What follows belongs to an exercise in optimizing a design on an open flow for small area and a short achievable clock period; a production flow would make more cautious choices. RTL that was checked went through simulation tests only; none was proved equivalent to the original. Power is estimated from default activity; no workload was simulated.

==> module afvip, before the edit <==
module afvip #(
    parameter TP = 0
)(
    input            clk        ,
    input            rst_n      ,
    output           afvip_intr ,
    input            psel       ,
    input            penable    ,
    input     [15:0] paddr      ,
    input            pwrite     ,
    input     [31:0] pwdata     ,
    output           pready     ,
    output    [31:0] prdata     ,
    output           pslverr
);
integer i;
wire        a_low    = ~|paddr[15:8];
wire        a_work   = a_low & ~paddr[7] & ~|paddr[1:0];
wire        a_cfg    = a_low & (paddr[7:0] == 8'h80);
wire        a_sts    = a_low & (paddr[7:0] == 8'h84);
wire        a_clr    = a_low & (paddr[7:0] == 8'h88);
wire        a_ctl    = a_low & (paddr[7:0] == 8'h8C);
wire [4:0]  a_idx    = paddr[6:2];
wire        wr_acc   = psel & penable & pwrite;
wire        we_work  = wr_acc & a_work;
wire        we_cfg   = wr_acc & a_cfg;
wire        we_clr   = wr_acc & a_clr;
wire        we_ctl   = wr_acc & a_ctl;
reg  [2:0]  op;
reg  [4:0]  rs0, rs1, dst;
reg  [7:0]  imm;
reg         mul, y_imm, c_b, c_imm, op_ok;
wire [2:0]  wop = pwdata[2:0];
always @(posedge clk or negedge rst_n)
if (~rst_n) begin
  op <= 3'd0; rs0 <= 5'd0; rs1 <= 5'd0; dst <= 5'd0; imm <= 8'd0;
  mul <= 1'b0; y_imm <= 1'b0; c_b <= 1'b0; c_imm <= 1'b0; op_ok <= 1'b1;
end else if (we_cfg) begin
  op <= wop; rs0 <= pwdata[7:3]; rs1 <= pwdata[12:8]; dst <= pwdata[20:16]; imm <= pwdata[31:24];
  mul   <= (wop == 3'd1) | (wop == 3'd3) | (wop == 3'd4);
  y_imm <= (wop == 3'd1);
  c_b   <= (wop == 3'd2);
  c_imm <= (wop == 3'd4);
  op_ok <= (wop < 3'd5);
end
reg         clr_err, clr_fin, start;
always @(posedge clk or negedge rst_n)
if (~rst_n) begin
  clr_err <= 1'b0; clr_fin <= 1'b0; start <= 1'b0;
end else begin
  clr_err <= we_clr & pwdata[0];
  clr_fin <= we_clr & pwdata[1];
  start   <= we_ctl & pwdata[0];
end
reg         err, fin;
always @(posedge clk or negedge rst_n)
if (~rst_n)                err <= 1'b0; else
if (start & ~op_ok)        err <= 1'b1; else
if (clr_err)               err <= 1'b0;
always @(posedge clk or negedge rst_n)
if (~rst_n)                fin <= 1'b0; else
if (start &  op_ok)        fin <= 1'b1; else
if (clr_fin)               fin <= 1'b0;
assign afvip_intr = err | fin;
reg         pend;     
wire [31:0] res;
reg         wb_v;
reg  [4:0]  wb_idx;
reg  [31:0] wb_dat;
always @(posedge clk or negedge rst_n)
if (~rst_n) begin
  pend <= 1'b0; wb_v <= 1'b0;
end else begin
  pend <= start & op_ok;
  wb_v <= we_work;
end
always @(posedge clk) begin
  wb_idx <= a_idx;
  wb_dat <= pwdata;
end
wire [31:0] wbus  = wb_v ? wb_dat : res;
wire [31:0] d_hot = 32'd1 << dst;
wire [31:0] w_hot = 32'd1 << wb_idx;
reg  [1023:0] wreg;
reg  [31:0]   vld;
wire [31:0]   wsel = ({32{wb_v}} & w_hot) | ({32{pend}} & d_hot);
always @(posedge clk)
  for (i = 0; i < 32; i = i + 1)
    if (wsel[i]) wreg[i*32 +: 32] <= wbus;
always @(posedge clk or negedge rst_n)
if (~rst_n) vld <= 32'd0;
else        vld <= vld | wsel;
reg         a_ok, b_ok;
wire [4:0]  f_idx = a_ok ? rs1 : rs0;
wire [31:0] r_vld = vld & ~({32{wb_v}} & w_hot);           
wire [31:0] f_hot = r_vld & (32'd1 << f_idx);
wire [31:0] r_hot = r_vld & (32'd1 << a_idx) & {32{a_work}};
wire [31:0] rhot  = pwrite ? f_hot : r_hot;
wire        r_fwd = wb_v & (pwrite ? (f_idx == wb_idx) : (a_work & (a_idx == wb_idx)));
wire [31:0] rmux;
afvip_rmux afvip_rmux_i (.d(wreg), .sel(rhot), .q(rmux));
wire [31:0] rval  = rmux | ({32{r_fwd}} & wb_dat);
reg  [31:0] opa, opb;
wire        fill    = pwrite;
wire        au_a    = pend & (dst == rs0);
wire        au_b    = pend & (dst == rs1);
wire        fill_a  = fill & ~a_ok;
wire        fill_b  = fill & a_ok & ~b_ok;
always @(posedge clk) begin
  if (au_a)                 opa <= res; else
  if (fill_a)               opa <= rval;
  if (au_b & ~y_imm)        opb <= res; else
  if (fill_b)               opb <= y_imm ? {24'd0, imm} : rval;
end
always @(posedge clk or negedge rst_n)
if (~rst_n) begin
  a_ok <= 1'b0; b_ok <= 1'b0;
end else if (we_cfg) begin
  a_ok <= 1'b0; b_ok <= 1'b0;
end else begin
  a_ok <= (a_ok | fill | au_a) & ~(we_work & (a_idx == rs0));
  b_ok <= (b_ok | (fill & a_ok) | au_b) & ~(we_work & (a_idx == rs1) & ~y_imm);
end
wire [127:0] cs;
reg  [127:0] st;
afvip_au afvip_au_i (.a(opa), .y(opb), .c(imm & {8{c_imm}}), .r(cs));
always @(posedge clk)
  st <= mul ? cs : {64'd0, (c_b ? opb : {24'd0, imm}), opa};
wire [31:0] r0 = st[31:0], r1 = st[63:32], r2 = st[95:64], r3 = st[127:96];
wire [31:0] s1 = r0 ^ r1 ^ r2;
wire [31:0] c1 = {(r0[30:0] & r1[30:0]) | (r0[30:0] & r2[30:0]) | (r1[30:0] & r2[30:0]), 1'b0};
wire [31:0] s2 = s1 ^ c1 ^ r3;
wire [31:0] c2 = {(s1[30:0] & c1[30:0]) | (s1[30:0] & r3[30:0]) | (c1[30:0] & r3[30:0]), 1'b0};
assign res = s2 + c2;
wire [31:0] rdata    = rval
                     | ({32{a_cfg }} & {imm, 3'd0, dst, 3'd0, rs1, rs0, op})
                     | ({32{a_sts }} & {30'd0, fin, err})
                     | ({32{a_clr }} & {30'd0, clr_fin, clr_err})
                     | ({32{a_ctl }} & {31'd0, start});
wire        dec_ok   = a_work | a_cfg | a_clr | a_ctl | (a_sts & ~pwrite);
reg  [31:0] prdata_r;
reg         pslverr_r;
always @(posedge clk) begin
  prdata_r  <= rdata;
  pslverr_r <= ~dec_ok;
end
assign prdata  = prdata_r;
assign pslverr = pslverr_r;
assign pready  = 1'b1;
endmodule
clock: 13.0 ns
lec_check: 0
abc_area: 1
cap_margin: 20
core_margin: 2
core_utilization: 55
place_density: 0.65
slew_margin: 20
standard.sh (not shown) runs the stock make flow with config.mk's settings and CLKGATE_MAP_FILE= SYNTH_SCRIPT=/design/flow/synth_recipe.tcl, a recipe that flattens the netlist after the stock synthesis.
==> flow/flow/run.sh <==
#!/bin/bash
# Layout flow: the standard layout (standard.sh) with these changes:
#  - synthesis uses flow/synth.tcl: the standard synthesis script, except that the work register read
#    mux (module afvip_rmux, which holds no registers) is mapped on its own onto a few AND-OR cells;
#    registers, their names and cells are those of the standard synthesis;
#  - repair_timing aims for a setup slack margin of SETUP_SLACK_MARGIN ns against the design's clock;
#  - clock tree sink clusters of up to 25 flip-flops and no dummy loads;
#  - ports are buffered with buf_4 cells.
# Each tool's output goes to a log here (synth.log, standard.log) and to ORFS's logs under orfs/logs.
set -euo pipefail
export SETUP_SLACK_MARGIN=8.5
export CTS_ARGS="-sink_clustering_enable -repair_clock_nets -dont_use_dummy_load -sink_clustering_size 25 -sink_clustering_max_diameter 80"
export BUFFER_PORTS_ARGS="-buffer_cell sky130_fd_sc_hd__buf_4"
make_line=$(grep '^make ' standard.sh)
synth_line=$(printf '%s\n' "$make_line" | sed -e "s|SYNTH_SCRIPT=[^ ]*|SYNTH_SCRIPT=$PWD/flow/synth.tcl|" -e 's|"${@:-finish}"|synth|')
bash -c "$synth_line" > synth.log 2>&1
bash standard.sh finish > standard.log 2>&1
Other scripts of this flow, unchanged in this note and not shown: flow/flow/synth.tcl
Edit:
--- a/flow/design.v
+++ b/flow/design.v
@@ -996,9 +996,9 @@
 wire [4:0]  f_idx = a_ok ? rs1 : rs0;
 wire [31:0] r_vld = vld & ~({32{wb_v}} & w_hot);           
 wire [31:0] f_hot = r_vld & (32'd1 << f_idx);
-wire [31:0] r_hot = r_vld & (32'd1 << a_idx) & {32{a_work}};
+wire [31:0] r_hot = r_vld & (32'd1 << a_idx);
 wire [31:0] rhot  = pwrite ? f_hot : r_hot;
-wire        r_fwd = wb_v & (pwrite ? (f_idx == wb_idx) : (a_work & (a_idx == wb_idx)));
+wire        r_fwd = wb_v & (pwrite ? (f_idx == wb_idx) : (a_idx == wb_idx));
 wire [31:0] rmux;
 afvip_rmux afvip_rmux_i (.d(wreg), .sel(rhot), .q(rmux));
 wire [31:0] rval  = rmux | ({32{r_fwd}} & wb_dat);
@@ -1034,7 +1034,7 @@
 wire [31:0] s2 = s1 ^ c1 ^ r3;
 wire [31:0] c2 = {(s1[30:0] & c1[30:0]) | (s1[30:0] & r3[30:0]) | (c1[30:0] & r3[30:0]), 1'b0};
 assign res = s2 + c2;
-wire [31:0] rdata    = rval
+wire [31:0] rdata    = ({32{a_work}} & rval)
                      | ({32{a_cfg }} & {imm, 3'd0, dst, 3'd0, rs1, rs0, op})
                      | ({32{a_sts }} & {30'd0, fin, err})
                      | ({32{a_clr }} & {30'd0, clr_fin, clr_err})
Result: With this change the flow finished but failed the layout checks on antenna rules. Cell count drops slightly. Cell area climbs slightly. Combinational power climbs by roughly a tenth. Total power climbs slightly. Critical path depth drops by 1. Wire length drops by a few percent.
For the first run of this note, only the layout was checked, not whether the RTL still works.

==> afterwards: timing with drivers on the ports <==
The flow's constraints put no driver on any port. The routed layouts listed below were extracted and timed again, unchanged, in two steps.
Step 1 assumes that a clkbuf_16 drives the clock port and a buf_2 every other input.
Step 2 times the ports against the registers' clock, not the clock port: input delays grow and output delays shrink by t, the midpoint of the rising clock arrivals with the driver on.
a / b / c = ideal / step 1 / step 2; a / b = the first two.
run	t (ns)	slack for setup (ns)	hold slack, ns	worst slew at a driven data input, ns
the first run	0.715	8.164 / 8.076 / 7.361	0.472 / 0.472 / 0.472	0.16
the second run	0.718	8.241 / 8.258 / 7.540	0.458 / 0.458 / 0.458	0.14
The setup slack of the first run, which loses most, moves by -0.088 ns with the drivers and by -0.803 ns with both steps.
